Background: an optimization exercise with open tools, aiming at small area. Do not read the settings as production practice.
In this exercise RTL edits were held to simulation tests only and were not proved equivalent to the original.
Power is estimated from default activity; no workload was simulated.

==> flow/design.v <==
`timescale 1ns/100ps                                  
module db_tables ( idx, nalpha1, nts1, nbeta1, tc1, tc2, tc3 );
input  [5:0] idx;
output [7:0] nalpha1, nts1;
output [4:0] nbeta1, tc1, tc2, tc3;
reg    [7:0] nalpha1, nts1;
reg    [4:0] nbeta1, tc1, tc2, tc3;
always @(idx) begin
	case (idx)
	6'd0: begin nalpha1 = 8'd252; nts1 = 8'd253; nbeta1 = 5'd30; tc1 = 5'd0; tc2 = 5'd0; tc3 = 5'd0; end
	6'd1: begin nalpha1 = 8'd252; nts1 = 8'd253; nbeta1 = 5'd30; tc1 = 5'd0; tc2 = 5'd0; tc3 = 5'd0; end
	6'd2: begin nalpha1 = 8'd252; nts1 = 8'd253; nbeta1 = 5'd30; tc1 = 5'd0; tc2 = 5'd0; tc3 = 5'd0; end
	6'd3: begin nalpha1 = 8'd252; nts1 = 8'd253; nbeta1 = 5'd30; tc1 = 5'd0; tc2 = 5'd0; tc3 = 5'd0; end
	6'd4: begin nalpha1 = 8'd252; nts1 = 8'd253; nbeta1 = 5'd30; tc1 = 5'd0; tc2 = 5'd0; tc3 = 5'd0; end
	6'd5: begin nalpha1 = 8'd252; nts1 = 8'd253; nbeta1 = 5'd30; tc1 = 5'd0; tc2 = 5'd0; tc3 = 5'd0; end
	6'd6: begin nalpha1 = 8'd252; nts1 = 8'd253; nbeta1 = 5'd30; tc1 = 5'd0; tc2 = 5'd0; tc3 = 5'd0; end
	6'd7: begin nalpha1 = 8'd252; nts1 = 8'd253; nbeta1 = 5'd30; tc1 = 5'd0; tc2 = 5'd0; tc3 = 5'd0; end
	6'd8: begin nalpha1 = 8'd252; nts1 = 8'd253; nbeta1 = 5'd30; tc1 = 5'd0; tc2 = 5'd0; tc3 = 5'd0; end
	6'd9: begin nalpha1 = 8'd252; nts1 = 8'd253; nbeta1 = 5'd30; tc1 = 5'd0; tc2 = 5'd0; tc3 = 5'd0; end
	6'd10: begin nalpha1 = 8'd252; nts1 = 8'd253; nbeta1 = 5'd30; tc1 = 5'd0; tc2 = 5'd0; tc3 = 5'd0; end
	6'd11: begin nalpha1 = 8'd252; nts1 = 8'd253; nbeta1 = 5'd30; tc1 = 5'd0; tc2 = 5'd0; tc3 = 5'd0; end
	6'd12: begin nalpha1 = 8'd252; nts1 = 8'd253; nbeta1 = 5'd30; tc1 = 5'd0; tc2 = 5'd0; tc3 = 5'd0; end
	6'd13: begin nalpha1 = 8'd252; nts1 = 8'd253; nbeta1 = 5'd30; tc1 = 5'd0; tc2 = 5'd0; tc3 = 5'd0; end
	6'd14: begin nalpha1 = 8'd252; nts1 = 8'd253; nbeta1 = 5'd30; tc1 = 5'd0; tc2 = 5'd0; tc3 = 5'd0; end
	6'd15: begin nalpha1 = 8'd252; nts1 = 8'd253; nbeta1 = 5'd30; tc1 = 5'd0; tc2 = 5'd0; tc3 = 5'd0; end
	6'd16: begin nalpha1 = 8'd252; nts1 = 8'd253; nbeta1 = 5'd30; tc1 = 5'd0; tc2 = 5'd0; tc3 = 5'd0; end
	6'd17: begin nalpha1 = 8'd252; nts1 = 8'd253; nbeta1 = 5'd30; tc1 = 5'd0; tc2 = 5'd0; tc3 = 5'd1; end
	6'd18: begin nalpha1 = 8'd251; nts1 = 8'd253; nbeta1 = 5'd30; tc1 = 5'd0; tc2 = 5'd0; tc3 = 5'd1; end
	6'd19: begin nalpha1 = 8'd250; nts1 = 8'd253; nbeta1 = 5'd29; tc1 = 5'd0; tc2 = 5'd0; tc3 = 5'd1; end
	6'd20: begin nalpha1 = 8'd249; nts1 = 8'd253; nbeta1 = 5'd29; tc1 = 5'd0; tc2 = 5'd0; tc3 = 5'd1; end
	6'd21: begin nalpha1 = 8'd248; nts1 = 8'd252; nbeta1 = 5'd29; tc1 = 5'd0; tc2 = 5'd1; tc3 = 5'd1; end
	6'd22: begin nalpha1 = 8'd247; nts1 = 8'd252; nbeta1 = 5'd29; tc1 = 5'd0; tc2 = 5'd1; tc3 = 5'd1; end
	6'd23: begin nalpha1 = 8'd246; nts1 = 8'd252; nbeta1 = 5'd28; tc1 = 5'd1; tc2 = 5'd1; tc3 = 5'd1; end
	6'd24: begin nalpha1 = 8'd244; nts1 = 8'd251; nbeta1 = 5'd28; tc1 = 5'd1; tc2 = 5'd1; tc3 = 5'd1; end
	6'd25: begin nalpha1 = 8'd243; nts1 = 8'd251; nbeta1 = 5'd28; tc1 = 5'd1; tc2 = 5'd1; tc3 = 5'd1; end
	6'd26: begin nalpha1 = 8'd241; nts1 = 8'd251; nbeta1 = 5'd26; tc1 = 5'd1; tc2 = 5'd1; tc3 = 5'd1; end
	6'd27: begin nalpha1 = 8'd239; nts1 = 8'd250; nbeta1 = 5'd26; tc1 = 5'd1; tc2 = 5'd1; tc3 = 5'd2; end
	6'd28: begin nalpha1 = 8'd236; nts1 = 8'd249; nbeta1 = 5'd25; tc1 = 5'd1; tc2 = 5'd1; tc3 = 5'd2; end
	6'd29: begin nalpha1 = 8'd234; nts1 = 8'd249; nbeta1 = 5'd25; tc1 = 5'd1; tc2 = 5'd1; tc3 = 5'd2; end
	6'd30: begin nalpha1 = 8'd231; nts1 = 8'd248; nbeta1 = 5'd24; tc1 = 5'd1; tc2 = 5'd1; tc3 = 5'd2; end
	6'd31: begin nalpha1 = 8'd228; nts1 = 8'd247; nbeta1 = 5'd24; tc1 = 5'd1; tc2 = 5'd2; tc3 = 5'd3; end
	6'd32: begin nalpha1 = 8'd224; nts1 = 8'd246; nbeta1 = 5'd23; tc1 = 5'd1; tc2 = 5'd2; tc3 = 5'd3; end
	6'd33: begin nalpha1 = 8'd220; nts1 = 8'd245; nbeta1 = 5'd23; tc1 = 5'd2; tc2 = 5'd2; tc3 = 5'd3; end
	6'd34: begin nalpha1 = 8'd216; nts1 = 8'd244; nbeta1 = 5'd22; tc1 = 5'd2; tc2 = 5'd2; tc3 = 5'd4; end
	6'd35: begin nalpha1 = 8'd211; nts1 = 8'd243; nbeta1 = 5'd22; tc1 = 5'd2; tc2 = 5'd3; tc3 = 5'd4; end
	6'd36: begin nalpha1 = 8'd206; nts1 = 8'd242; nbeta1 = 5'd21; tc1 = 5'd2; tc2 = 5'd3; tc3 = 5'd4; end
	6'd37: begin nalpha1 = 8'd200; nts1 = 8'd240; nbeta1 = 5'd21; tc1 = 5'd3; tc2 = 5'd3; tc3 = 5'd5; end
	6'd38: begin nalpha1 = 8'd193; nts1 = 8'd239; nbeta1 = 5'd20; tc1 = 5'd3; tc2 = 5'd4; tc3 = 5'd6; end
	6'd39: begin nalpha1 = 8'd185; nts1 = 8'd237; nbeta1 = 5'd20; tc1 = 5'd3; tc2 = 5'd4; tc3 = 5'd6; end
	6'd40: begin nalpha1 = 8'd176; nts1 = 8'd234; nbeta1 = 5'd19; tc1 = 5'd4; tc2 = 5'd5; tc3 = 5'd7; end
	6'd41: begin nalpha1 = 8'd166; nts1 = 8'd232; nbeta1 = 5'd19; tc1 = 5'd4; tc2 = 5'd5; tc3 = 5'd8; end
	6'd42: begin nalpha1 = 8'd155; nts1 = 8'd229; nbeta1 = 5'd18; tc1 = 5'd4; tc2 = 5'd6; tc3 = 5'd9; end
	6'd43: begin nalpha1 = 8'd143; nts1 = 8'd226; nbeta1 = 5'd18; tc1 = 5'd5; tc2 = 5'd7; tc3 = 5'd10; end
	6'd44: begin nalpha1 = 8'd129; nts1 = 8'd223; nbeta1 = 5'd17; tc1 = 5'd6; tc2 = 5'd8; tc3 = 5'd11; end
	6'd45: begin nalpha1 = 8'd112; nts1 = 8'd218; nbeta1 = 5'd17; tc1 = 5'd6; tc2 = 5'd8; tc3 = 5'd13; end
	6'd46: begin nalpha1 = 8'd94; nts1 = 8'd214; nbeta1 = 5'd16; tc1 = 5'd7; tc2 = 5'd10; tc3 = 5'd14; end
	6'd47: begin nalpha1 = 8'd74; nts1 = 8'd209; nbeta1 = 5'd16; tc1 = 5'd8; tc2 = 5'd11; tc3 = 5'd16; end
	6'd48: begin nalpha1 = 8'd53; nts1 = 8'd204; nbeta1 = 5'd15; tc1 = 5'd9; tc2 = 5'd12; tc3 = 5'd18; end
	6'd49: begin nalpha1 = 8'd30; nts1 = 8'd198; nbeta1 = 5'd15; tc1 = 5'd10; tc2 = 5'd13; tc3 = 5'd20; end
	6'd50: begin nalpha1 = 8'd1; nts1 = 8'd191; nbeta1 = 5'd14; tc1 = 5'd11; tc2 = 5'd15; tc3 = 5'd23; end
	6'd51: begin nalpha1 = 8'd1; nts1 = 8'd191; nbeta1 = 5'd14; tc1 = 5'd13; tc2 = 5'd17; tc3 = 5'd25; end
	6'd52: begin nalpha1 = 8'd1; nts1 = 8'd191; nbeta1 = 5'd14; tc1 = 5'd13; tc2 = 5'd17; tc3 = 5'd25; end
	6'd53: begin nalpha1 = 8'd1; nts1 = 8'd191; nbeta1 = 5'd14; tc1 = 5'd13; tc2 = 5'd17; tc3 = 5'd25; end
	6'd54: begin nalpha1 = 8'd1; nts1 = 8'd191; nbeta1 = 5'd14; tc1 = 5'd13; tc2 = 5'd17; tc3 = 5'd25; end
	6'd55: begin nalpha1 = 8'd1; nts1 = 8'd191; nbeta1 = 5'd14; tc1 = 5'd13; tc2 = 5'd17; tc3 = 5'd25; end
	6'd56: begin nalpha1 = 8'd1; nts1 = 8'd191; nbeta1 = 5'd14; tc1 = 5'd13; tc2 = 5'd17; tc3 = 5'd25; end
	6'd57: begin nalpha1 = 8'd1; nts1 = 8'd191; nbeta1 = 5'd14; tc1 = 5'd13; tc2 = 5'd17; tc3 = 5'd25; end
	6'd58: begin nalpha1 = 8'd1; nts1 = 8'd191; nbeta1 = 5'd14; tc1 = 5'd13; tc2 = 5'd17; tc3 = 5'd25; end
	6'd59: begin nalpha1 = 8'd1; nts1 = 8'd191; nbeta1 = 5'd14; tc1 = 5'd13; tc2 = 5'd17; tc3 = 5'd25; end
	6'd60: begin nalpha1 = 8'd1; nts1 = 8'd191; nbeta1 = 5'd14; tc1 = 5'd13; tc2 = 5'd17; tc3 = 5'd25; end
	6'd61: begin nalpha1 = 8'd1; nts1 = 8'd191; nbeta1 = 5'd14; tc1 = 5'd13; tc2 = 5'd17; tc3 = 5'd25; end
	6'd62: begin nalpha1 = 8'd1; nts1 = 8'd191; nbeta1 = 5'd14; tc1 = 5'd13; tc2 = 5'd17; tc3 = 5'd25; end
	6'd63: begin nalpha1 = 8'd1; nts1 = 8'd191; nbeta1 = 5'd14; tc1 = 5'd13; tc2 = 5'd17; tc3 = 5'd25; end
	endcase
end
endmodule
module rca #(parameter W = 8) (a, b, ci, s, co);
input  [W-1:0] a, b;
input          ci;
output [W-1:0] s;
output         co;
wire   [W:0]   c;
assign c[0] = ci;
genvar i;
generate for (i = 0; i < W; i = i + 1) begin : bit_
	assign {c[i+1], s[i]} = a[i] + b[i] + c[i];
end endgenerate
assign co = c[W];
endmodule
module rcc #(parameter W = 8) (a, b, ci, co);
input  [W-1:0] a, b;
input          ci;
output         co;
wire   [W:0]   c;
assign c[0] = ci;
genvar i;
generate for (i = 0; i < W; i = i + 1) begin : bit_
	assign c[i+1] = (a[i] & b[i]) | (c[i] & (a[i] | b[i]));
end endgenerate
assign co = c[W];
endmodule
module beta_test (a, b, nbeta1, ok, dv);
input  [7:0] a, b;
input  [4:0] nbeta1;
output       ok;
output [5:0] dv;                      
wire [7:0] d;
wire       co;
rca #(8) sub (.a(a), .b(~b), .ci(1'b1), .s(d), .co(co));
wire s = ~co;                         
wire [4:0] x = d[4:0] ^ {5{s}};       
wire c5;
rcc #(5) cmp (.a(x), .b(nbeta1), .ci(s), .co(c5));
assign ok = ~c5 & (d[7:5] == {3{s}});
assign dv = {s, d[4:0]};
endmodule
module line_pre ( pix, en, nalpha1, nts1, nbeta1, tc0_l, ntc0_l, tc_c,
                  edge_on, ap, aq, con_s, dm, clip_l, clip_c, difp, difq );
input  [63:0] pix;       
input         en;        
input  [7:0]  nalpha1;   
input  [7:0]  nts1;      
input  [4:0]  nbeta1;    
input  [4:0]  tc0_l;     
input  [5:0]  ntc0_l;    
input  [4:0]  tc_c;      
output        edge_on, ap, aq, con_s;
output [5:0]  dm;
output        clip_l, clip_c;
output [5:0]  difp, difq;
wire [7:0] p2 = pix[55:48], p1 = pix[47:40], p0 = pix[39:32];
wire [7:0] q0 = pix[31:24], q1 = pix[23:16], q2 = pix[15:8];
wire [8:0] e;                                    
wire       e_co;
rca #(8) sub_e (.a(q0), .b(~p0), .ci(1'b1), .s(e[7:0]), .co(e_co));
assign e[8] = ~e_co;
wire       e_s = e[8];
wire [7:0] e_x = e[7:0] ^ {8{e_s}};
wire ca, cs;
rcc #(8) cmp_a (.a(e_x), .b(nalpha1), .ci(e_s), .co(ca));
rcc #(8) cmp_s (.a(e_x), .b(nts1),    .ci(e_s), .co(cs));
assign con_s = ~cs;
wire b_p1, b_q1;
wire [5:0] dp1, dq1, dp2, dq2;        
beta_test bt_p1 (.a(p1), .b(p0), .nbeta1(nbeta1), .ok(b_p1), .dv(dp1));
beta_test bt_q1 (.a(q1), .b(q0), .nbeta1(nbeta1), .ok(b_q1), .dv(dq1));
beta_test bt_p2 (.a(p2), .b(p0), .nbeta1(nbeta1), .ok(ap),   .dv(dp2));
beta_test bt_q2 (.a(q2), .b(q0), .nbeta1(nbeta1), .ok(aq),   .dv(dq2));
assign edge_on = en & ~ca & b_p1 & b_q1;
wire [8:0] u;                                    
wire       u_co;
rca #(8) sub_u (.a(p1), .b(~q1), .ci(1'b1), .s(u[7:0]), .co(u_co));
assign u[8] = ~u_co;
wire [9:0] w;
wire       w_co;
rca #(10) add_w (.a({e_s, e}), .b({u[8], u[8], u[8], u[8:2]}), .ci(1'b1), .s(w), .co(w_co));
wire [8:0] delta = w[9:1];
wire       s     = delta[8];
wire [7:0] y     = delta[7:0] ^ {8{s}};    
wire       big   = |y[7:5];                
assign dm = {s, delta[4:0]};
wire [4:0] dd;
wire       dc;
rca #(5) sub_d (.a(y[4:0]), .b(~tc0_l), .ci(s), .s(dd), .co(dc));
assign clip_l = big | (dc & ((~ap & ~aq) | ((ap ^ aq) & (|dd)) | (ap & aq & (|dd[4:1]))));
wire cc5;
rcc #(5) cmp_c (.a(y[4:0]), .b(~tc_c), .ci(s), .co(cc5));
assign clip_c = big | cc5;
wire [6:0] xp, xq;                               
wire       xp_co, xq_co;
rca #(7) sub_xp (.a({dp2[5], dp2}), .b(~{dp1, 1'b0}), .ci(1'b1), .s(xp), .co(xp_co));
rca #(7) sub_xq (.a({dq2[5], dq2}), .b(~{dq1, 1'b0}), .ci(1'b1), .s(xq), .co(xq_co));
wire [8:0] zp, zq;
wire       zp_co, zq_co;
rca #(9) add_zp (.a({xp[6], xp[6], xp}), .b({e[8], e[8:1]}), .ci(e[0]), .s(zp), .co(zp_co));
rca #(9) sub_zq (.a({xq[6], xq[6], xq}), .b(~{e[8], e[8:1]}), .ci(1'b1), .s(zq), .co(zq_co));
p1_pre pp (.t(zp[8:1]), .tc0(tc0_l), .ntc0(ntc0_l), .dif(difp));
p1_pre pq (.t(zq[8:1]), .tc0(tc0_l), .ntc0(ntc0_l), .dif(difq));
endmodule
module p1_pre (t, tc0, ntc0, dif);
input  [7:0] t;
input  [4:0] tc0;
input  [5:0] ntc0;
output [5:0] dif;
wire       t_s  = t[7];
wire [6:0] t_y  = t[6:0] ^ {7{t_s}};
wire       c5;
rcc #(5) cmp (.a(t_y[4:0]), .b(~tc0), .ci(t_s), .co(c5));
wire       clip = (|t_y[6:5]) | c5;
assign dif = clip ? (t_s ? ntc0 : {1'b0, tc0}) : t[5:0];
endmodule
module add_clip (x, z, ci, y);
input  [7:0] x;
input  [5:0] z;
input        ci;
output [7:0] y;
wire [4:0] lo;
wire       c5;
rca #(5) add_lo (.a(x[4:0]), .b(z[4:0]), .ci(ci), .s(lo), .co(c5));
wire [2:0] xh  = x[7:5];
wire [2:0] inc = {xh[2] ^ (xh[1] & xh[0]), xh[1] ^ xh[0], ~xh[0]};
wire [2:0] dec = {xh[2] ^ (~xh[1] & ~xh[0]), ~(xh[1] ^ xh[0]), ~xh[0]};
wire       sg  = z[5];
wire [2:0] hi  = (sg == c5) ? xh : (c5 ? inc : dec);
wire       ovf = ~sg & c5 & (&xh);
wire       unf = sg & ~c5 & ~(|xh);
assign y = ({hi, lo} | {8{ovf}}) & ~{8{unf}};
endmodule
module add_wrap (x, z, y);
input  [7:0] x;
input  [5:0] z;
output [7:0] y;
wire [4:0] lo;
wire       c5;
rca #(5) add_lo (.a(x[4:0]), .b(z[4:0]), .ci(1'b0), .s(lo), .co(c5));
wire [2:0] xh  = x[7:5];
wire [2:0] inc = {xh[2] ^ (xh[1] & xh[0]), xh[1] ^ xh[0], ~xh[0]};
wire [2:0] dec = {xh[2] ^ (~xh[1] & ~xh[0]), ~(xh[1] ^ xh[0]), ~xh[0]};
wire       sg  = z[5];
wire [2:0] hi  = (sg == c5) ? xh : (c5 ? inc : dec);
assign y = {hi, lo};
endmodule
module line_post ( pix, edge_on, ap, aq, con_s, dm, clip_l, clip_c, difp, difq,
                   t0, t1, t2, tcc, norm, strongf, chroma, pix_o );
input  [63:0] pix;       
input         edge_on;   
input         ap, aq;    
input         con_s;     
input  [5:0]  dm;        
input         clip_l;    
input         clip_c;    
input  [5:0]  difp, difq;  
input  [4:0]  t0, t1, t2;  
input  [4:0]  tcc;       
input         norm;      
input         strongf;   
input         chroma;
output [63:0] pix_o;
wire [7:0] p3 = pix[63:56], p2 = pix[55:48], p1 = pix[47:40], p0 = pix[39:32];
wire [7:0] q0 = pix[31:24], q1 = pix[23:16], q2 = pix[15:8],  q3 = pix[7:0];
wire luma = ~chroma;
wire fn   = edge_on & norm;
wire fs   = edge_on & strongf;
wire sp   = fs & ap & con_s & luma;
wire sq   = fs & aq & con_s & luma;
wire [4:0] tc_l = (ap & aq) ? t2 : ((ap | aq) ? t1 : t0);
wire [4:0] tcs  = chroma ? tcc : tc_l;
wire       clip = chroma ? clip_c : clip_l;
wire       s    = dm[5];
wire [5:0] z    = fn ? {s, (clip ? (tcs ^ {5{s}}) : dm[4:0])} : 6'd0;
wire       zc   = fn & clip & s;
wire [7:0] p0n, q0n;
add_clip ac_p0 (.x(p0), .z(z),  .ci(zc),  .y(p0n));
add_clip ac_q0 (.x(q0), .z(~z), .ci(~zc), .y(q0n));
wire [7:0] p1n, q1n;
add_wrap aw_p1 (.x(p1), .z((fn & ap & luma) ? difp : 6'd0), .y(p1n));
add_wrap aw_q1 (.x(q1), .z((fn & aq & luma) ? difq : 6'd0), .y(q1n));
wire [8:0] pq1, ep, eq;
rca #(8) add_pq1 (.a(p1), .b(q1), .ci(1'b0), .s(pq1[7:0]), .co(pq1[8]));
rca #(8) add_ep  (.a(p1), .b(p0), .ci(1'b1), .s(ep[7:0]),  .co(ep[8]));
rca #(8) add_eq  (.a(q1), .b(q0), .ci(1'b1), .s(eq[7:0]),  .co(eq[8]));
wire [9:0] cc;
rca #(9) add_c (.a(ep), .b(eq), .ci(1'b0), .s(cc[8:0]), .co(cc[9]));
wire [7:0] p0s, p1s, p2s, q0s, q1s, q2s, p0c, q0c;
strong_side ssp (.x3(p3), .x2(p2), .y0(q0), .e(ep), .pq1(pq1), .cc(cc), .y0s(p0s), .y1s(p1s), .y2s(p2s), .y0c(p0c));
strong_side ssq (.x3(q3), .x2(q2), .y0(p0), .e(eq), .pq1(pq1), .cc(cc), .y0s(q0s), .y1s(q1s), .y2s(q2s), .y0c(q0c));
wire [7:0] p0o = fs ? (sp ? p0s : p0c) : p0n;
wire [7:0] q0o = fs ? (sq ? q0s : q0c) : q0n;
wire [7:0] p1o = sp ? p1s : p1n;
wire [7:0] q1o = sq ? q1s : q1n;
wire [7:0] p2o = sp ? p2s : p2;
wire [7:0] q2o = sq ? q2s : q2;
assign pix_o = {p3, p2o, p1o, p0o, q0o, q1o, q2o, q3};
endmodule
module strong_side (x3, x2, y0, e, pq1, cc, y0s, y1s, y2s, y0c);
input  [7:0] x3, x2, y0;
input  [8:0] e, pq1;
input  [9:0] cc;
output [7:0] y0s, y1s, y2s, y0c;
wire [8:0] f;
rca #(8) add_f (.a(x2), .b(y0), .ci(1'b0), .s(f[7:0]), .co(f[8]));
wire [9:0] s;
rca #(9) add_s (.a(e), .b(f), .ci(1'b1), .s(s[8:0]), .co(s[9]));
assign y1s = s[9:2];
wire [10:0] t0;
rca #(10) add_0 (.a(s), .b(cc), .ci(1'b0), .s(t0[9:0]), .co(t0[10]));
assign y0s = t0[10:3];
wire [8:0] m;
rca #(8) add_m (.a(x3), .b(x2), .ci(1'b1), .s(m[7:0]), .co(m[8]));
wire [10:0] t2;
rca #(10) add_2 (.a(s), .b({m, 1'b0}), .ci(1'b0), .s(t2[9:0]), .co(t2[10]));
assign y2s = t2[10:3];
wire [9:0] x;
rca #(9) add_x (.a(e), .b(pq1), .ci(1'b1), .s(x[8:0]), .co(x[9]));
assign y0c = x[9:2];
endmodule
module db_filter ( clk,
					 rst, 
					 bs_luma,
					 bs_chroma_1, 
					 bs_chroma_2, 
                     qp1_i, qp2_i,
					 select,
					 p3_1_i, p2_1_i, p1_1_i, p0_1_i, q0_1_i, q1_1_i, q2_1_i, q3_1_i,
                     p3_2_i, p2_2_i, p1_2_i, p0_2_i, q0_2_i, q1_2_i, q2_2_i, q3_2_i,
                     p3_3_i, p2_3_i, p1_3_i, p0_3_i, q0_3_i, q1_3_i, q2_3_i, q3_3_i,
                     p3_4_i, p2_4_i, p1_4_i, p0_4_i, q0_4_i, q1_4_i, q2_4_i, q3_4_i,
					 p3_1_o, p2_1_o, p1_1_o, p0_1_o, q0_1_o, q1_1_o, q2_1_o, q3_1_o,
                     p3_2_o, p2_2_o, p1_2_o, p0_2_o, q0_2_o, q1_2_o, q2_2_o, q3_2_o,
                     p3_3_o, p2_3_o, p1_3_o, p0_3_o, q0_3_o, q1_3_o, q2_3_o, q3_3_o,
                     p3_4_o, p2_4_o, p1_4_o, p0_4_o, q0_4_o, q1_4_o, q2_4_o, q3_4_o
                    );
input clk;
input rst;
input [2:0] bs_luma;
input [2:0] bs_chroma_1;
input [2:0] bs_chroma_2;
input [5:0] qp1_i, qp2_i;
input select;                  
input [7:0] p3_1_i, p2_1_i, p1_1_i, p0_1_i, q0_1_i, q1_1_i, q2_1_i, q3_1_i;
input [7:0] p3_2_i, p2_2_i, p1_2_i, p0_2_i, q0_2_i, q1_2_i, q2_2_i, q3_2_i;
input [7:0] p3_3_i, p2_3_i, p1_3_i, p0_3_i, q0_3_i, q1_3_i, q2_3_i, q3_3_i;
input [7:0] p3_4_i, p2_4_i, p1_4_i, p0_4_i, q0_4_i, q1_4_i, q2_4_i, q3_4_i;
output [7:0] p3_1_o, p2_1_o, p1_1_o, p0_1_o, q0_1_o, q1_1_o, q2_1_o, q3_1_o;
output [7:0] p3_2_o, p2_2_o, p1_2_o, p0_2_o, q0_2_o, q1_2_o, q2_2_o, q3_2_o;
output [7:0] p3_3_o, p2_3_o, p1_3_o, p0_3_o, q0_3_o, q1_3_o, q2_3_o, q3_3_o;
output [7:0] p3_4_o, p2_4_o, p1_4_o, p0_4_o, q0_4_o, q1_4_o, q2_4_o, q3_4_o;
wire [6:0] qpav1 = qp1_i + qp2_i + 7'd1;
wire [5:0] index = qpav1[6:1];
wire [255:0] pix_i = {p3_1_i, p2_1_i, p1_1_i, p0_1_i, q0_1_i, q1_1_i, q2_1_i, q3_1_i,
                      p3_2_i, p2_2_i, p1_2_i, p0_2_i, q0_2_i, q1_2_i, q2_2_i, q3_2_i,
                      p3_3_i, p2_3_i, p1_3_i, p0_3_i, q0_3_i, q1_3_i, q2_3_i, q3_3_i,
                      p3_4_i, p2_4_i, p1_4_i, p0_4_i, q0_4_i, q1_4_i, q2_4_i, q3_4_i};
reg [255:0] pix_1;
reg [5:0]   index_1;
reg [2:0]   bsl_1, bsc1_1, bsc2_1;
always @(posedge clk or negedge rst) begin
	if(!rst) begin
		pix_1   <= 0;
		index_1 <= 0;
		bsl_1   <= 0;
		bsc1_1  <= 0;
		bsc2_1  <= 0;
	end
	else begin
		pix_1   <= pix_i;
		index_1 <= index;
		bsl_1   <= bs_luma;
		bsc1_1  <= bs_chroma_1;
		bsc2_1  <= bs_chroma_2;
	end
end
wire       en = index_1[5] | index_1[4];      
wire [7:0] nalpha1, nts1;
wire [4:0] nbeta1, tc1, tc2, tc3;
db_tables tab (.idx(index_1), .nalpha1(nalpha1), .nts1(nts1), .nbeta1(nbeta1), .tc1(tc1), .tc2(tc2), .tc3(tc3));
wire [4:0] tc0_l  = bsl_1[1]  ? (bsl_1[0]  ? tc3 : tc2) : tc1;
wire [4:0] tc0_c1 = bsc1_1[1] ? (bsc1_1[0] ? tc3 : tc2) : tc1;
wire [4:0] tc0_c2 = bsc2_1[1] ? (bsc2_1[0] ? tc3 : tc2) : tc1;
wire [5:0] ntc0_l = 6'd0 - {1'b0, tc0_l};
wire [4:0] tc_c1  = tc0_c1 + 5'd1;
wire [4:0] tc_c2  = tc0_c2 + 5'd1;
wire [3:0] edge_on, ap, aq, con_s, clip_lm, clip_cm;
wire [23:0] dm, difp, difq;
line_pre pre1 (.pix(pix_1[255:192]), .en(en), .nalpha1(nalpha1), .nts1(nts1), .nbeta1(nbeta1), .tc0_l(tc0_l), .ntc0_l(ntc0_l), .tc_c(tc_c1),
               .edge_on(edge_on[3]), .ap(ap[3]), .aq(aq[3]), .con_s(con_s[3]), .dm(dm[23:18]), .clip_l(clip_lm[3]), .clip_c(clip_cm[3]), .difp(difp[23:18]), .difq(difq[23:18]));
line_pre pre2 (.pix(pix_1[191:128]), .en(en), .nalpha1(nalpha1), .nts1(nts1), .nbeta1(nbeta1), .tc0_l(tc0_l), .ntc0_l(ntc0_l), .tc_c(tc_c1),
               .edge_on(edge_on[2]), .ap(ap[2]), .aq(aq[2]), .con_s(con_s[2]), .dm(dm[17:12]), .clip_l(clip_lm[2]), .clip_c(clip_cm[2]), .difp(difp[17:12]), .difq(difq[17:12]));
line_pre pre3 (.pix(pix_1[127:64]),  .en(en), .nalpha1(nalpha1), .nts1(nts1), .nbeta1(nbeta1), .tc0_l(tc0_l), .ntc0_l(ntc0_l), .tc_c(tc_c2),
               .edge_on(edge_on[1]), .ap(ap[1]), .aq(aq[1]), .con_s(con_s[1]), .dm(dm[11:6]),  .clip_l(clip_lm[1]), .clip_c(clip_cm[1]), .difp(difp[11:6]),  .difq(difq[11:6]));
line_pre pre4 (.pix(pix_1[63:0]),    .en(en), .nalpha1(nalpha1), .nts1(nts1), .nbeta1(nbeta1), .tc0_l(tc0_l), .ntc0_l(ntc0_l), .tc_c(tc_c2),
               .edge_on(edge_on[0]), .ap(ap[0]), .aq(aq[0]), .con_s(con_s[0]), .dm(dm[5:0]),    .clip_l(clip_lm[0]), .clip_c(clip_cm[0]), .difp(difp[5:0]),    .difq(difq[5:0]));
wire norm_l    = (bsl_1  == 3'd1) | (bsl_1  == 3'd2) | (bsl_1  == 3'd3);
wire norm_c1   = (bsc1_1 == 3'd1) | (bsc1_1 == 3'd2) | (bsc1_1 == 3'd3);
wire norm_c2   = (bsc2_1 == 3'd1) | (bsc2_1 == 3'd2) | (bsc2_1 == 3'd3);
wire strong_l  = (bsl_1  == 3'd4);
wire strong_c1 = (bsc1_1 == 3'd4);
wire strong_c2 = (bsc2_1 == 3'd4);
reg [255:0] pix_2;
reg [3:0]   edge_on_2, ap_2, aq_2, con_s_2, clip_l_2, clip_c_2;
reg [23:0]  dm_2, difp_2, difq_2;
reg [4:0]   tc0_l_2, tc_c1_2, tc_c2_2;
reg         norm_l_2, norm_c1_2, norm_c2_2, strong_l_2, strong_c1_2, strong_c2_2;
always @(posedge clk or negedge rst) begin
	if(!rst) begin
		pix_2      <= 0;
		edge_on_2  <= 0;
		ap_2       <= 0;
		aq_2       <= 0;
		con_s_2    <= 0;
		clip_l_2   <= 0;
		clip_c_2   <= 0;
		dm_2       <= 0;
		difp_2     <= 0;
		difq_2     <= 0;
		tc0_l_2    <= 0;
		tc_c1_2    <= 0;
		tc_c2_2    <= 0;
		norm_l_2   <= 0;
		norm_c1_2  <= 0;
		norm_c2_2  <= 0;
		strong_l_2 <= 0;
		strong_c1_2<= 0;
		strong_c2_2<= 0;
	end
	else begin
		pix_2      <= pix_1;
		edge_on_2  <= edge_on;
		ap_2       <= ap;
		aq_2       <= aq;
		con_s_2    <= con_s;
		clip_l_2   <= clip_lm;
		clip_c_2   <= clip_cm;
		dm_2       <= dm;
		difp_2     <= difp;
		difq_2     <= difq;
		tc0_l_2    <= tc0_l;
		tc_c1_2    <= tc_c1;
		tc_c2_2    <= tc_c2;
		norm_l_2   <= norm_l;
		norm_c1_2  <= norm_c1;
		norm_c2_2  <= norm_c2;
		strong_l_2 <= strong_l;
		strong_c1_2<= strong_c1;
		strong_c2_2<= strong_c2;
	end
end
wire [4:0] t1 = tc0_l_2 + 5'd1;
wire [4:0] t2 = tc0_l_2 + 5'd2;
wire norm_a   = select ? norm_c1_2   : norm_l_2;
wire norm_b   = select ? norm_c2_2   : norm_l_2;
wire strong_a = select ? strong_c1_2 : strong_l_2;
wire strong_b = select ? strong_c2_2 : strong_l_2;
wire [255:0] pix_o;
line_post post1 (.pix(pix_2[255:192]), .edge_on(edge_on_2[3]), .ap(ap_2[3]), .aq(aq_2[3]), .con_s(con_s_2[3]), .dm(dm_2[23:18]), .clip_l(clip_l_2[3]), .clip_c(clip_c_2[3]),
                 .difp(difp_2[23:18]), .difq(difq_2[23:18]), .t0(tc0_l_2), .t1(t1), .t2(t2), .tcc(tc_c1_2), .norm(norm_a), .strongf(strong_a), .chroma(select), .pix_o(pix_o[255:192]));
line_post post2 (.pix(pix_2[191:128]), .edge_on(edge_on_2[2]), .ap(ap_2[2]), .aq(aq_2[2]), .con_s(con_s_2[2]), .dm(dm_2[17:12]), .clip_l(clip_l_2[2]), .clip_c(clip_c_2[2]),
                 .difp(difp_2[17:12]), .difq(difq_2[17:12]), .t0(tc0_l_2), .t1(t1), .t2(t2), .tcc(tc_c1_2), .norm(norm_a), .strongf(strong_a), .chroma(select), .pix_o(pix_o[191:128]));
line_post post3 (.pix(pix_2[127:64]),  .edge_on(edge_on_2[1]), .ap(ap_2[1]), .aq(aq_2[1]), .con_s(con_s_2[1]), .dm(dm_2[11:6]),  .clip_l(clip_l_2[1]), .clip_c(clip_c_2[1]),
                 .difp(difp_2[11:6]),  .difq(difq_2[11:6]),  .t0(tc0_l_2), .t1(t1), .t2(t2), .tcc(tc_c2_2), .norm(norm_b), .strongf(strong_b), .chroma(select), .pix_o(pix_o[127:64]));
line_post post4 (.pix(pix_2[63:0]),    .edge_on(edge_on_2[0]), .ap(ap_2[0]), .aq(aq_2[0]), .con_s(con_s_2[0]), .dm(dm_2[5:0]),    .clip_l(clip_l_2[0]), .clip_c(clip_c_2[0]),
                 .difp(difp_2[5:0]),   .difq(difq_2[5:0]),   .t0(tc0_l_2), .t1(t1), .t2(t2), .tcc(tc_c2_2), .norm(norm_b), .strongf(strong_b), .chroma(select), .pix_o(pix_o[63:0]));
assign {p3_1_o, p2_1_o, p1_1_o, p0_1_o, q0_1_o, q1_1_o, q2_1_o, q3_1_o,
        p3_2_o, p2_2_o, p1_2_o, p0_2_o, q0_2_o, q1_2_o, q2_2_o, q3_2_o,
        p3_3_o, p2_3_o, p1_3_o, p0_3_o, q0_3_o, q1_3_o, q2_3_o, q3_3_o,
        p3_4_o, p2_4_o, p1_4_o, p0_4_o, q0_4_o, q1_4_o, q2_4_o, q3_4_o} = pix_o;
endmodule
==> flow/flow/run.sh <==
#!/bin/bash
set -euo pipefail
HERE=$(pwd)
FLOWDIR=$HERE/flow

# ORFS synth.tcl with the ABC script replaced by ours
sed -e "s#-script \$abc_script#-script $FLOWDIR/abc_area.script#" \
    $FLOW_HOME/scripts/synth_preamble.tcl > $HERE/my_synth_preamble.tcl
sed -e "s#source \$::env(SCRIPTS_DIR)/synth_preamble.tcl#source $HERE/my_synth_preamble.tcl#" \
    -e "s#extract_fa {\*}\[dont_use_extract_fa_args\]#extract_fa -fa#" \
    $FLOW_HOME/scripts/synth.tcl > $HERE/my_synth.tcl
grep -q "my_synth_preamble.tcl" $HERE/my_synth.tcl
grep -q "extract_fa -fa" $HERE/my_synth.tcl
grep -q "$FLOWDIR/abc_area.script" $HERE/my_synth_preamble.tcl
# The standard flow's synthesis script, sourcing the modified synth.tcl
sed -e "s#source \$::env(SCRIPTS_DIR)/synth.tcl#source $HERE/my_synth.tcl#" \
    $HERE/synth_recipe.tcl > $HERE/my_synth_recipe.tcl
grep -q "my_synth.tcl" $HERE/my_synth_recipe.tcl
# standard.sh with our synthesis script
sed -e "s#SYNTH_SCRIPT=[^ ]*#SYNTH_SCRIPT=$HERE/my_synth_recipe.tcl#" $HERE/standard.sh > $HERE/my_standard.sh
grep -q "my_synth_recipe.tcl" $HERE/my_standard.sh

export SYNTH_ARGS="-noabc"
export BUFFER_PORTS_ARGS="-buffer_cell sky130_fd_sc_hd__buf_1"
if [[ -s $FLOWDIR/cts_args.txt ]]; then
  export CTS_ARGS="$(cat $FLOWDIR/cts_args.txt)"
fi
bash $HERE/my_standard.sh > $HERE/standard.log 2>&1
==> flow/flow/abc_area.script <==
strash
dch -f
amap -A 1000 -F 1000
==> flow/flow/cts_args.txt <==
-sink_clustering_enable -repair_clock_nets -dont_use_dummy_load -buf_list sky130_fd_sc_hd__clkbuf_8 -sink_clustering_size 18 -sink_clustering_max_diameter 70
==> flow/standard.sh <==
#!/bin/bash
# synth_recipe.tcl (not shown) runs the flow's synth.tcl, then flattens the netlist and writes it again
# the make line also repeats each setting of config.mk as NAME=value (left out here)
make -C /OpenROAD-flow-scripts/flow DESIGN_CONFIG=/design/flow/config.mk WORK_HOME=/design/flow/orfs CLKGATE_MAP_FILE= SYNTH_SCRIPT=/design/flow/synth_recipe.tcl "${@:-finish}"
==> flow/config.mk <==
export PLATFORM = sky130hd
export DESIGN_NAME = db_filter
export DESIGN_NICKNAME = db_filter
export VERILOG_FILES = /design/flow/design.v
export SDC_FILE = /design/flow/constraint.sdc
export NUM_CORES = 8
export LEC_CHECK = 0
export CAP_MARGIN = 20
export CORE_MARGIN = 2
export CORE_UTILIZATION = 65
export SETUP_SLACK_MARGIN = 0.1
export SLEW_MARGIN = 20
==> flow/constraint.sdc <==
create_clock -name core_clock -period 9.0 [get_ports {clk}]
set_input_delay 1.8000 -clock core_clock [delete_from_list [all_inputs] [get_ports {clk}]]
set_output_delay 1.8000 -clock core_clock [all_outputs]
set_load 0.01 [all_outputs]
==> flow_summary_export.csv, run 1 <==
group,metric,value,unit
min_path,worstHoldPathCells,0,
cells_and_area,drive_gt1_share,4.932,%
route,wl_per_cell,25.51,um
yosys,netlist-cell-type-count,46,
global_route,grt_pass1_vias,36430,
status,status,"timing/DRC/antenna clean",
clock_tree,cts_root_buf,"clkbuf_8",
floorplanning,pin_count,536,
timing,fin_skew,0.06492,ns
setup_path,reg2reg_depth,24,
clock_tree,clkTransAtPathRegs,0.11,ns
global_route,grt.overflow.total,0,
min_path,min_path_type,"flop to flop",
power,p_leak,19.18,nW
global_route,grt_first_pass_wirelength,216000,um
power,p_comb_share,59.8,%
route,vias,36060,
cells_and_area,final_nets,5762,
yosys,muxShareOfSynthArea,0,%
cells_and_area,final_util,71.36,%
timing,max_freq,113.7,MHz
placed_design,dp_hpwl,116800,um
global_route,antenna_found_initial,3,
global_route,use_met1,55.98,%
floorplanning,rows,98,
clock_tree,clk_latency,0.73,ns
clock_tree,h-tree-depth,2,
setup_path,crit_arrival,7.00,ns
clock_tree,cts_max_path_buffers,3,
setup_path,critical_path_class,"flop to output port",
timing,worst_slew_pin_slew,1.142,ns
placed_design,port_buffers,535,
floorplanning,chipHeight,272.1,um
clock_tree,cts_tree,"built",
yosys,synthFlopType,"dfrtp_1",
route,ant_nets,0,
timing,relSlewSlack,23.89,%
run,max_cap_violations,0,
route,totalWireLength,142700,um
power,p_sw,5.384,mW
clock_tree,cts_sinks,644,
route,drtPass1Iterations,9,
yosys,synth_seq_cells,644,
power,p_int,6.793,mW
yosys,synth_compound_area_share,17.26,%
route,drt_first_iter_violations,3989,
timing,fin_setup_tns,0,ns
floorplanning,start_util,65.47,%
global_route,grt_max_degree,178,
global_route,grt_use_total,39.35,%
yosys,syn_area,46720,um^2
yosys,ys_async_sr_fraction,100.0,%
global_route,grt_util_met3,9.257,%
yosys,synth_top_family_by_area,"adder cells",
clock_tree,hold_buffers,0,
yosys,synth_edf_count,0,
power,p_clk_share,11.7,%
yosys,synth_xor_area_share,0.07498,%
setup_path,startpoint_type,"flop",
clock_tree,cts_made_buffers,50,
power,vdd_drop_max,0.1664,mV
yosys,synth_fa_ha_area_share,35.86,%
yosys,syn-num-nets,5184,
timing,min_period,8.797,ns
global_route,global_route.peak_usage_layer,"met2",
route,viasPerCell,6.445,
floorplanning,die_w,272.1,um
yosys,synth-simple-area-share,7.094,%
power,p_seq_share,28.6,%
floorplanning,die-area,74040,um^2
power,power_switching_share,44.22,%
timing,finalMaxSlewViolations,0,
timing,hold_violations,0,
power,power_density,239.1,nW/um^2
yosys,syn_inst,4067,
cells_and_area,syn_to_final_growth,8.995,%
global_route,grt_use_met2,60.50,%
setup_path,critPathCaptureType,"output port",
floorplanning,core,71360,um^2
yosys,yosys_warnings,2,
timing,setup_viol_count_final,0,
setup_path,cp.required,7.20,ns
setup_path,cp_max_fo,5,
route,drc,0,
yosys,ys_seq_area_share,34.49,%
yosys,postSynthAreaPerCell,11.49,um^2
timing,rsz0062_at_grt,"yes",
timing,post-route-period-util,97.75,%
placed_design,gp_congestion,1.093,
==> layout by cell type (no fill, tap or decap), types with 51 or more instances in the layout <==
| cell type | synthesis | final |
|---|---|---|
| dfrtp_1 | 644 | 644 |
| a22oi_1 | 101 | 95 |
| nand2_1 | 162 | 160 |
| buf_4 | 64 | 51 |
| o221ai_1 | 60 | 60 |
| buf_1 | 0 | 526 |
| o22ai_1 | 186 | 184 |
| fa_1 | 837 | 782 |
| o21ai_0 | 263 | 254 |
| nor2_1 | 428 | 417 |
| o22a_1 | 134 | 134 |
| a21oi_1 | 269 | 265 |
| clkinv_1 | 522 | 500 |
| fa_2 | 0 | 55 |
==> cells by family after synthesis <==
logic type,Yosys count
buffers and inverters,586
adders and majority gates,837
AOI/OAI and AO/OA,1219
xor gates and xnor gates,4
and+or+nand+nor,777
DFF,644
==> metal layers <==
layer,share of wire (%),up-vias,wire length (um)
li1,-,15280,-
met1,38,18120,54790
met2,47,2232,66710
met3,11,419,15060
met4,4.3,6,6157
met5,0.024,-,34
==> power by group through the flow <==
stage / clock network, mW / logic, mW / registers [mW]
CTS: 1.46 / 7.04 / 3.48
detailed placement: 0 / 6.99 / 3.53
global placement: 0 / 6.76 / 3.53
global route: 1.55 / 8.06 / 3.51
finish: 1.42 / 7.28 / 3.48
floorplan: 0 / 5.16 / 3.43
==> Yosys cell counts, types with 2 or more instances <==
library cell	count	area, um^2
xnor2_1	4	35.03
o21ai_0	263	1316
nor3_1	49	245.2
a221o_1	8	80.08
a222oi_1	45	450.4
o41ai_1	4	35.03
a22o_1	8	70.07
o311ai_0	3	26.28
a21oi_1	269	1346
o32ai_1	3	26.28
o2111a_1	2	22.52
a221oi_1	27	236.5
or2_0	14	87.58
a21boi_0	3	22.52
or4_1	6	45.04
nor4_1	31	193.9
a31oi_1	21	131.4
o221a_1	9	101.4
a31o_1	3	26.28
fa_1	837	16760
o22ai_1	186	1164
and2_0	4	25.02
o211ai_1	5	37.54
buf_4	64	480.5
nor2_1	428	1607
and3_1	8	50.05
nor2b_1	39	244.0
clkinv_1	522	1959
o221ai_1	60	525.5
o22a_1	134	1174
nand2_1	162	608.1
a21o_1	2	15.01
o21a_1	25	187.7
nand3_1	15	75.07
or3_1	3	18.77
a41oi_1	9	78.83
a211oi_1	18	135.1
nand4_1	17	106.4
dfrtp_1	644	16120
a32o_1	4	40.04
o31ai_1	4	30.03
a22oi_1	101	758.2
==> path summary, 6_finish.rpt <==
kind,start,endpoint,slack (ns)
min in group asynchronous,rst,pix_1[121],0.99
max,pix_2[88],p0_3_o[7],0.20
max in group asynchronous,rst,difq_2[13],5.94
min,pix_1[125],pix_2[125],0.30
min reg2reg,pix_1[125],pix_2[125],0.30
max reg2reg,pix_1[144],clip_l_2[2],0.69
==> registers in the layout, summed over array words and instances, names as in the netlist, 6 cells and up <==
register	count
difp_2	24
difq_2	24
dm_2	24
index_1	6
pix_1	256
pix_2	256
==> timing repair <==
item | CTS | global route
gates resized for setup | 25 | 88
setup buffers | 3 | 6
pin swaps | 3 | 8
cloned | 0 | 0
setup endpoints to repair | 13 | 27
==> worst max-delay path, stage by stage (launching register included) <==
cell	delay [ns]
dfrtp_1	0.35
clkinv_2	0.12
nor2_2	0.15
fa_1	0.46
fa_1	0.48
fa_1	0.44
fa_1	0.47
fa_2	0.40
fa_1	0.56
fa_1	0.46
fa_2	0.46
fa_1	0.47
fa_1	0.46
fa_1	0.40
a22oi_1	0.27
o21ai_0	0.18
buf_1	0.16
==> cell type report <==
type                    count  area, um^2
repair buffers            590        2470
flip-flops and latches    644       16120
diodes                      2       5.005
well taps                 950        1189
clock buffers              50       688.2
multi-input cells        2837       28480
inverters                 522        1976
fillers                  5225       20440
==> stage by stage <==
stage	worst slack (ns)	cell area, um^2	hold slack (ns)	instances	power (mW)
after floorplan	0.6962	46720	0.3312	4067	8.586
after global placement	0.5899	49900	0.3314	5533	10.28
after detailed placement	0.5189	49910	0.3347	5534	10.52
after CTS	0.08475	50680	0.2974	5587	11.97
after global routing	0.007982	50930	0.3011	5595	13.13
final	0.2028	50930	0.2973	5595	12.18
==> run 2, diff against run 1 <==
--- a/flow/config.mk
+++ b/flow/config.mk
@@ -8,5 +8,5 @@
 export CAP_MARGIN = 20
 export CORE_MARGIN = 2
-export CORE_UTILIZATION = 65
+export CORE_UTILIZATION = 70
 export SETUP_SLACK_MARGIN = 0.1
 export SLEW_MARGIN = 20
==> run 2 against run 1 <==
Sequential power barely moved; register-to-register slack worse by 0.23 ns; via count up 2.6%; total power grew 2.0%; cell count fell by 1.5%; non-clock buffer count rose by 5; combinational power increased by 3.3%.
==> flow_summary_export.csv, run 2 <==
group,metric,value,unit
yosys,yosys_warnings,2,
route,vias,37010,
power,vdd_drop_max,0.1840,mV
floorplanning,rows,94,
setup_path,crit_arrival,7.02,ns
route,drc,0,
global_route,grt_first_pass_wirelength,226700,um
setup_path,ff2ff_setup_slack,0.46,ns
route,wl_per_cell,26.99,um
floorplanning,pin_count,536,
floorplanning,start_util,70.94,%
clock_tree,clk_latency,0.70,ns
route,drtPass1Iterations,9,
clock_tree,cts_root_buf,"clkbuf_8",
yosys,synth_area_leaders,"fa_1 36%, dfrtp_1 34%, clkinv_1 4.2%",
global_route,antenna_found_initial,4,
placed_design,port_buffers,535,
cells_and_area,syn_to_final_growth,8.907,%
yosys,yosys.area.top_type,"fa_1",
global_route,grt_pass1_vias,38410,
global_route,grt_use_total,43.97,%
clock_tree,cts_max_path_buffers,3,
route,drt_first_iter_violations,4831,
floorplanning,core,65860,um^2
global_route,grt.overflow.total,0,
setup_path,startpoint_type,"flop",
power,p_leak,19.19,nW
timing,worst_slack,0.1776,ns
clock_tree,cts_tree,"built",
floorplanning,die-area,68830,um^2
cells_and_area,layout_commonest_cell,"fa_1",
setup_path,cp_max_fo,6,
cells_and_area,final_cell_mix,"776 x fa_1, 644 x dfrtp_1, 527 x buf_1",
route,viasPerCell,6.713,
cells_and_area,final_util,77.26,%
timing,hold_violations,0,
yosys,syn_inst,4067,
yosys,syn-num-nets,5184,
yosys,synth_seq_cells,644,
yosys,synth.top_cell.area_share,35.86,%
clock_tree,h-tree-depth,2,
timing,relSlewSlack,22.66,%
cells_and_area,num-fill-cells,4193,
min_path,worstHoldStart,"pix_1[60]",
timing,holdWs,0.3244,ns
placed_design,place_ws,0.5005,ns
placed_design,gp_congestion,1.046,
setup_path,cp-startpoint,"pix_2[16]",
setup_path,reg2reg_from,"pix_1[169]",
yosys,ys_async_sr_fraction,100.0,%
clock_tree,cts_made_buffers,48,
yosys,yosys-top-cells-count,"837 x fa_1, 644 x dfrtp_1, 522 x clkinv_1",
yosys,synthFlopType,"dfrtp_1",
power,power_density,244.0,nW/um^2
timing,rsz0062_at_grt,"yes",
timing,finalMaxSlewViolations,0,
min_path,min_path_type,"flop to flop",
placed_design,dp_hpwl,119300,um
floorplanning,chipHeight,262.4,um
status,status,"timing/DRC/antenna clean",
route,ant_nets,0,
cells_and_area,drive_gt1_share,5.166,%
setup_path,critPathCaptureType,"output port",
timing,fin_skew,0.06236,ns
timing,setup_viol_count_final,0,
setup_path,critical_path_class,"flop to output port",
yosys,ys_seq_area_share,34.49,%
route,totalWireLength,148800,um
cells_and_area,reg_top3,"pix_1 x256, pix_2 x256",
timing,min_period,8.822,ns
yosys,postSynthAreaPerCell,11.49,um^2
cells_and_area,final_nets,5765,
global_route,grt_max_degree,187,
yosys,netlist-cell-type-count,46,
clock_tree,cts_sinks,644,
yosys,syn_area,46720,um^2
timing,max_freq,113.3,MHz
timing,worst_slew_pin_slew,1.160,ns
setup_path,cp.required,7.20,ns
run,max_cap_violations,0,
yosys,synth_edf_count,0,
floorplanning,die_w,262.4,um
timing,fin_setup_tns,0,ns
yosys,yosysMostFrequentCell,"fa_1",
clock_tree,clkTransAtPathRegs,0.10,ns
timing,post-route-period-util,98.03,%
-- run 2: kinds of logic after synthesis --
kind of cell	after synthesis	share of synthesized area (%)
AOI/OAI and AO/OA	1219	17.26
xor gates and xnor gates	4	0.07497
adders and majority gates	837	35.86
buffers and inverters	586	5.222
DFF	644	34.49
and+or+nand+nor	777	7.094
-- run 2: area by class of cell --
class / instances / area (um^2) / area share (%)
multi-input cells: 2837 / 28530 / 56.08
flip-flops and latches: 644 / 16120 / 31.67
repair buffers: 595 / 2510 / 4.933
inverters: 522 / 1976 / 3.883
well taps: 864 / 1081 / 2.124
clock buffers: 48 / 660.6 / 1.298
diodes: 3 / 7.507 / 0.01475
-- run 2: worst paths after layout --
kind | endpoint | depth (start not counted)
min reg2reg | pix_2[60] | 0
max reg2reg | clip_l_2[2] | 25
min in group asynchronous | pix_2[120] | 1
max in group asynchronous | pix_2[139] | 3
max | q0_4_o[6] | 16
min | pix_2[60] | 0
-- run 2: metrics by stage --
| stage | instances | total power, mW | instance area (um^2) |
|---|---|---|---|
| 2_1_floorplan | 4067 | 8.586 | 46720 |
| 3_3_place_gp | 5449 | 10.29 | 49810 |
| 3_5_place_dp | 5449 | 10.62 | 49830 |
| 4_1_cts | 5504 | 12.10 | 50630 |
| 5_1_grt | 5513 | 13.31 | 50890 |
| 6_report | 5513 | 12.42 | 50890 |
-- run 2: metal layers --
| metal | part of all wire [%] | wire length [um] | global-route usage [%] | vias to the layer above |
|---|---|---|---|---|
| met1 | 36 | 53450 | 60.62 | 18500 |
| met4 | 5.4 | 8001 | 19.01 | 2 |
| met3 | 11 | 16080 | 9.651 | 553 |
| li1 | - | - | - | 15270 |
| met2 | 48 | 71260 | 68.95 | 2681 |
| met5 | 0.0081 | 12 | 0 | - |
-- run 2: worst max-delay path: stages, from the launching register on --
cell     delay [ns]
dfrtp_1        0.43
inv_2          0.11
nand2_1        0.10
fa_2           0.35
fa_1           0.42
fa_2           0.67
fa_2           0.50
fa_1           0.44
fa_1           0.47
fa_1           0.48
fa_1           0.49
fa_2           0.44
fa_1           0.45
fa_1           0.48
a22oi_2        0.22
o22ai_2        0.12
buf_1          0.16
-- run 2: report_power, final --
group	leakage (nW)	switching [mW]	internal, mW	total (mW)
sequential	7.55	0.278	3.21	3.49
combinational	11.3	4.34	3.18	7.52
clock	0.345	0.934	0.477	1.41
total	19.2	5.55	6.87	12.4
-- run 2: timing repair --
action	in CTS	in global routing
setup endpoints to repair	18	28
buffers inserted	7	5
pin swaps	5	8
hold buffers	0	0
resized for setup	43	78
endpoints found under the hold margin	0	0
==> run 3, diff against run 2 <==
--- a/flow/design.v
+++ b/flow/design.v
@@ -332,10 +332,22 @@
                       p3_3_i, p2_3_i, p1_3_i, p0_3_i, q0_3_i, q1_3_i, q2_3_i, q3_3_i,
                       p3_4_i, p2_4_i, p1_4_i, p0_4_i, q0_4_i, q1_4_i, q2_4_i, q3_4_i};
+reg valid_1, valid_2;
+always @(posedge clk or negedge rst) begin
+	if(!rst) begin
+		valid_1 <= 1'b0;
+		valid_2 <= 1'b0;
+	end
+	else begin
+		valid_1 <= 1'b1;
+		valid_2 <= valid_1;
+	end
+end
 reg [255:0] pix_1;
 reg [5:0]   index_1;
 reg [2:0]   bsl_1, bsc1_1, bsc2_1;
+always @(posedge clk)
+	pix_1   <= pix_i;
 always @(posedge clk or negedge rst) begin
 	if(!rst) begin
-		pix_1   <= 0;
 		index_1 <= 0;
 		bsl_1   <= 0;
@@ -344,5 +356,4 @@
 	end
 	else begin
-		pix_1   <= pix_i;
 		index_1 <= index;
 		bsl_1   <= bs_luma;
@@ -382,27 +393,5 @@
 reg [4:0]   tc0_l_2, tc_c1_2, tc_c2_2;
 reg         norm_l_2, norm_c1_2, norm_c2_2, strong_l_2, strong_c1_2, strong_c2_2;
-always @(posedge clk or negedge rst) begin
-	if(!rst) begin
-		pix_2      <= 0;
-		edge_on_2  <= 0;
-		ap_2       <= 0;
-		aq_2       <= 0;
-		con_s_2    <= 0;
-		clip_l_2   <= 0;
-		clip_c_2   <= 0;
-		dm_2       <= 0;
-		difp_2     <= 0;
-		difq_2     <= 0;
-		tc0_l_2    <= 0;
-		tc_c1_2    <= 0;
-		tc_c2_2    <= 0;
-		norm_l_2   <= 0;
-		norm_c1_2  <= 0;
-		norm_c2_2  <= 0;
-		strong_l_2 <= 0;
-		strong_c1_2<= 0;
-		strong_c2_2<= 0;
-	end
-	else begin
+always @(posedge clk) begin
 		pix_2      <= pix_1;
 		edge_on_2  <= edge_on;
@@ -424,5 +413,4 @@
 		strong_c1_2<= strong_c1;
 		strong_c2_2<= strong_c2;
-	end
 end
 wire [4:0] t1 = tc0_l_2 + 5'd1;
@@ -444,4 +432,4 @@
         p3_2_o, p2_2_o, p1_2_o, p0_2_o, q0_2_o, q1_2_o, q2_2_o, q3_2_o,
         p3_3_o, p2_3_o, p1_3_o, p0_3_o, q0_3_o, q1_3_o, q2_3_o, q3_3_o,
-        p3_4_o, p2_4_o, p1_4_o, p0_4_o, q0_4_o, q1_4_o, q2_4_o, q3_4_o} = pix_o;
+        p3_4_o, p2_4_o, p1_4_o, p0_4_o, q0_4_o, q1_4_o, q2_4_o, q3_4_o} = pix_o & {256{valid_2}};
 endmodule
--- a/flow/config.mk
+++ b/flow/config.mk
@@ -8,5 +8,5 @@
 export CAP_MARGIN = 20
 export CORE_MARGIN = 2
-export CORE_UTILIZATION = 70
+export CORE_UTILIZATION = 65
 export SETUP_SLACK_MARGIN = 0.1
 export SLEW_MARGIN = 20
==> run 3 against run 2 <==
Critical path type unchanged; synthesized cell count is 4.5% higher; wire length is 3.8% lower; critical endpoint is now q0_2_o[6]; clock skew is 0.018 ns higher; largest power group unchanged; register-to-register slack better by 0.08 ns; via count is 0.49% lower; largest cell class unchanged.
==> flow_summary_export.csv, run 3 <==
group,metric,value,unit
clock_tree,clk_latency,0.71,ns
timing,rsz0062_at_grt,"yes",
min_path,min_path_type,"flop to flop",
global_route,antenna_found_initial,5,
clock_tree,cts_max_path_buffers,3,
status,status,"timing/DRC/antenna clean",
cells_and_area,drive_gt1_share,5.761,%
timing,min_period,8.778,ns
route,totalWireLength,143100,um
yosys,synthFlopType,"dfxtp_1",
global_route,grt_pass1_vias,37150,
floorplanning,chipHeight,264.9,um
power,vdd_drop_max,0.1616,mV
route,wl_per_cell,24.72,um
placed_design,port_buffers,535,
clock_tree,cts_root_buf,"clkbuf_8",
setup_path,cp.required,7.20,ns
clock_tree,h-tree-depth,2,
floorplanning,die-area,70160,um^2
cells_and_area,reg_top3,"pix_1 x256, pix_2 x256",
timing,fin_setup_tns,0,ns
floorplanning,rows,95,
yosys,syn_inst,4248,
setup_path,critical_path_class,"flop to output port",
clock_tree,cts_made_buffers,48,
placed_design,dp_hpwl,117700,um
global_route,grt_use_total,41.02,%
global_route,grt.overflow.total,0,
run,max_cap_violations,0,
floorplanning,pin_count,536,
global_route,grt_first_pass_wirelength,216300,um
power,p_leak,18.06,nW
yosys,netlist-cell-type-count,50,
cells_and_area,fin_area,49050,um^2
yosys,synth_edf_count,0,
clock_tree,hold_buffers,0,
yosys,synth.top_cell.area_share,37.88,%
timing,worst_slew_pin_slew,1.246,ns
cells_and_area,layout_commonest_cell,"fa_1",
floorplanning,core,67280,um^2
timing,worst_slack,0.2217,ns
yosys,syn_area,44240,um^2
floorplanning,die_w,264.9,um
timing,setup_viol_count_final,0,
placed_design,place_ws,0.2452,ns
route,drtPass1Iterations,9,
yosys,synth_area_leaders,"fa_1 38%, dfxtp_1 28%, nor2_1 5.0%",
clock_tree,cts_tree,"built",
clock_tree,clkTransAtPathRegs,0.11,ns
yosys,yosys-top-cells-count,"837 x fa_1, 629 x dfxtp_1, 585 x nor2_1",
floorplanning,start_util,65.76,%
setup_path,worst_path_max_delay_cell,"fa_1",
timing,finalMaxSlewViolations,0,
timing,relSlewSlack,16.93,%
setup_path,critPathCaptureType,"output port",
setup_path,crit_top_cell,"fa_1",
yosys,postSynthAreaPerCell,10.41,um^2
placed_design,gp_congestion,1.015,
yosys,synth_seq_cells,646,
route,viasPerCell,6.364,
timing,max_freq,113.9,MHz
global_route,grt_max_degree,148,
route,drt_first_iter_violations,4558,
route,vias,36830,
setup_path,crit_chain,"clkinv_1, nand2_1, fa_2, fa_1, fa_1, fa_1, fa_1, fa_2, fa_1, fa_1, fa_2, fa_1, fa_1, a22oi_2, o22a_1, nor2_1, buf_2",
yosys,syn-num-nets,5365,
route,ant_nets,0,
yosys,yosys.area.top_type,"fa_1",
cells_and_area,final_cell_mix,"755 x fa_1, 624 x dfxtp_1, 571 x nor2_1",
setup_path,cp_max_fo,6,
setup_path,startpoint_type,"flop",
yosys,yosys_warnings,2,
placed_design,placed_area,47910,um^2
timing,holdWs,0.3133,ns
timing,hold_violations,0,
cells_and_area,syn_to_final_growth,10.87,%
yosys,yosysMostFrequentCell,"fa_1",
yosys,ys_async_sr_fraction,2.632,%
power,power_density,250.8,nW/um^2
timing,fin_skew,0.08055,ns
power,power,12.30,mW
setup_path,crit_family,"adder cells",
route,drc,0,
clock_tree,cts_sinks,646,
cells_and_area,final_nets,6031,
yosys,ys_seq_area_share,29.43,%
setup_path,cp_num_buf_inv,2,
setup_path,crit_arrival,6.98,ns
setup_path,slowest_delay,0.54,ns
timing,post-route-period-util,97.54,%
-- run 3: where the power goes --
| part | switching (mW) | leakage (nW) | internal (mW) |
|---|---|---|---|
| Combinational | 4.27 | 12.2 | 3.17 |
| Sequential | 0.265 | 5.50 | 3.19 |
| Clock | 0.930 | 0.345 | 0.477 |
-- run 3: through the flow --
stage	util [%]	std cells
2_1_floorplan	-	4248
3_3_place_gp	71.22	5719
3_5_place_dp	71.22	5719
4_1_cts	72.50	5778
5_1_grt	72.90	5786
6_report	72.90	5787
-- run 3: layer usage --
metal,track usage (%),routed length (um)
met4,19.01,7492
met1,55.16,53900
met2,64.26,66730
met3,9.094,14940
met5,0,18
-- run 3: final cells by class --
type	instances	area [um^2]
multi-input combinational	3090	29680
fill	4990	18230
sequential	646	13030
timing repair buffer	616	2629
inverter	512	1947
tap	873	1092
clock buffer	48	660.6
antenna	2	5.005
-- run 3: worst paths after layout --
kind,cells past startpoint,from,slack (ns),endpoint
max in group asynchronous,2,rst,7.65,index_1[4]
min in group asynchronous,2,rst,1.09,bsc1_1[0]
min,0,pix_1[129],0.31,pix_2[129]
min reg2reg,0,pix_1[129],0.31,pix_2[129]
max,17,pix_2[168],0.22,q0_2_o[6]
max reg2reg,25,pix_1[161],0.54,difp_2[16]
-- run 3: repair_timing --
| item | CTS | global route |
|---|---|---|
| gates cloned | 0 | 0 |
| pin swaps | 11 | 7 |
| endpoints found under the setup margin | 21 | 61 |
| setup buffers | 11 | 6 |
| resized for setup | 59 | 96 |
-- run 3: cells by family (layout without fill, tap and decap cells) --
| logic type | Yosys count | in the layout | share of synthesized area (%) |
|---|---|---|---|
| buffers and inverters | 512 | 1176 | 4.344 |
| XOR/XNOR | 6 | 6 | 0.1188 |
| AND/OR/NAND/NOR | 1025 | 1025 | 9.995 |
| flip-flops | 646 | 646 | 29.43 |
| other | 1 | 3 | 0.008477 |
| adder cells (fa/ha/maj) | 837 | 837 | 37.88 |
| AO/OA/AOI/OAI | 1221 | 1221 | 18.23 |
==> run 4, diff against run 3 <==
--- a/flow/config.mk
+++ b/flow/config.mk
@@ -8,5 +8,5 @@
 export CAP_MARGIN = 20
 export CORE_MARGIN = 2
-export CORE_UTILIZATION = 65
+export CORE_UTILIZATION = 50
 export SETUP_SLACK_MARGIN = 0.1
 export SLEW_MARGIN = 20
==> run 4 against run 3 <==
Clock skew down 0.018 ns; register-to-register slack improved by 0.17 ns; combinational power down 2%; global-route usage is 8.2 points lower; synthesized cell count stayed put; synthesized area unchanged; largest power group unchanged; highest routed layer is now met4; sequential cell count did not move; count of clock-buffer cells in the layout increased by 7; critical endpoint is now q2_3_o[6]; maximum frequency rose by 0.78%.
==> flow_summary_export.csv, run 4 <==
group,metric,value,unit
placed_design,placed_area,48270,um^2
cells_and_area,layout_commonest_cell,"fa_1",
floorplanning,rows,109,
min_path,worstHoldStart,"pix_1[124]",
route,vias,35170,
setup_path,crit_top_cell,"fa_1",
clock_tree,cts_root_buf,"clkbuf_8",
yosys,synth_edf_count,0,
yosys,synth_seq_cells,646,
power,p_leak,18.10,nW
route,wl_per_cell,24.34,um
yosys,yosys-top-cells-count,"837 x fa_1, 629 x dfxtp_1, 585 x nor2_1",
setup_path,crit_arrival,6.91,ns
setup_path,crit_chain,"clkinv_2, nor2_2, fa_1, fa_1, fa_2, fa_2, fa_2, fa_2, buf_4, fa_1, fa_1, fa_1, fa_1, fa_1, a22oi_1, nor2_1, buf_2",
run,max_cap_violations,0,
timing,setup_viol_count_final,0,
yosys,syn_area,44240,um^2
timing,min_period,8.710,ns
cells_and_area,reg_top3,"pix_1 x256, pix_2 x256",
floorplanning,pin_count,536,
cells_and_area,final_cell_mix,"737 x fa_1, 621 x dfxtp_1, 574 x nor2_1",
setup_path,startpoint_type,"flop",
placed_design,gp_congestion,0.9849,
yosys,synthFlopType,"dfxtp_1",
yosys,netlist-cell-type-count,50,
global_route,grt_max_degree,87,
clock_tree,cts_tree,"built",
cells_and_area,drive_gt1_share,6.387,%
route,ant_nets,0,
route,totalWireLength,148000,um
timing,rsz0062_at_grt,"yes",
global_route,grt_use_total,32.81,%
setup_path,critPathCaptureType,"output port",
setup_path,slowest_delay,0.51,ns
global_route,grt.overflow.total,0,
route,route.met2.wl,69300,um
global_route,grt_first_pass_wirelength,220600,um
cells_and_area,final_nets,6035,
setup_path,reg2reg_depth,24,
floorplanning,core,87970,um^2
yosys,synth.top_cell.area_share,37.88,%
placed_design,placedCellCount,6010,
timing,max_freq,114.8,MHz
clock_tree,clk_latency,0.77,ns
timing,fin_skew,0.06260,ns
setup_path,r2r-end,"clip_l_2[1]",
route,drtPass1Iterations,14,
status,status,"timing/DRC/antenna clean",
floorplanning,die-area,90870,um^2
yosys,syn-num-nets,5365,
timing,finalMaxSlewViolations,0,
yosys,yosysMostFrequentCell,"fa_1",
timing,relSlewSlack,30.20,%
cells_and_area,final_util,56.30,%
route,wl_met1,63230,um
global_route,antenna_found_initial,3,
route,wl_met3,10810,um
timing,hold_violations,0,
setup_path,cp_max_fo,5,
global_route,grt_pass1_vias,35340,
clock_tree,cts_max_path_buffers,3,
setup_path,cp_num_buf_inv,3,
setup_path,ff2ff_setup_slack,0.71,ns
placed_design,dp_hpwl,122900,um
min_path,min_path_type,"flop to flop",
cells_and_area,fin_area,49520,um^2
setup_path,crit_family,"adder cells",
yosys,ys_seq_area_share,29.43,%
clock_tree,clkTransAtPathRegs,0.12,ns
yosys,synth_area_leaders,"fa_1 38%, dfxtp_1 28%, nor2_1 5.0%",
cells_and_area,finalNonFillerCells,6083,
## run 4: cell counts after synthesis
No cell type changed its count.
## run 4: how the worst max path moves through the flow
stage,slack (ns),to,start,cells past startpoint
floorplan,0.47,q0_2_o[7],select,9
global placement,0.39,p0_3_o[1],select,17
detailed placement,0.19,p0_3_o[0],select,17
CTS,0.07,q0_2_o[6],pix_2[160],17
global route,0.03,p0_4_o[6],pix_2[24],17
finish,0.29,q2_3_o[6],pix_2[72],17
## run 4: logic make-up after synthesis
logic type | Yosys count | synth area share, %
compound gates | 1221 | 18.23
xor+xnor | 6 | 0.1188
fa+ha+maj | 837 | 37.88
buf+inv | 512 | 4.344
flops | 646 | 29.43
other cells | 1 | 0.008477
simple gates | 1025 | 9.995
## run 4: metal layers
metal	vias to the layer above	global-route usage, %
met3	229	5.410
met4	0	10.35
met2	1387	51.93
met5	-	0
met1	17480	46.45
li1	16080	-
## run 4: timing repair
action	4_1_cts	5_1_grt
hold endpoints to repair	0	0
setup endpoints to repair	28	60
resized for setup	88	89
pin swaps	9	11
hold buffers	0	0
cloned	0	0
buffers inserted	7	8
## run 4: final cells by class
class	count	area [um^2]
fillers	8069	38440
multi-input cells	3090	29720
flip-flops and latches	646	13030
repair buffers	613	2606
inverters	512	1952
well taps	1165	1458
clock buffers	55	757.0
diodes	2	5.005
## run 4: worst reg2reg max path, stage by stage, from the launching register on
cell and delay, ns:
dfxtp_1 0.34, clkinv_1 0.17, o21ai_0 0.17, o21ai_0 0.14
fa_1 0.43, fa_1 0.43, fa_1 0.41, fa_1 0.54
fa_1 0.44, fa_1 0.40, fa_1 0.43, fa_1 0.41
fa_1 0.40, fa_1 0.47, clkinv_1 0.23, o22ai_1 0.13
fa_1 0.43, fa_1 0.40, fa_1 0.39, fa_1 0.41
fa_1 0.45, nor4_1 0.21, o21ai_0 0.13, o21ai_0 0.18
nand2_1 0.07
## run 4: power by group
group / internal [mW] / switching, mW / leakage, nW
clock: 0.542 / 0.975 / 0.395
sequential: 3.19 / 0.274 / 5.50
combinational: 3.11 / 4.15 / 12.2
total: 6.85 / 5.40 / 18.1
## run 4: metrics by stage
step                total power, mW  worst slack, ns  hold WS (ns)
floorplan                     8.488           0.4704        0.3096
global placement              10.37           0.3864        0.3100
detailed placement            10.46           0.1914        0.3121
CTS                           12.10          0.07104        0.2885
global route                  13.36          0.03072        0.2848
finish                        12.25           0.2899        0.2794

Re-timed with assumed drivers on the ports (clkbuf_16 on the clock, buf_2 on other inputs), run 4 has 0.224 ns of setup slack against 0.290 ns with ideal ports, and 0.369 ns once port delays also move by the mid clock arrival of 0.808 ns.
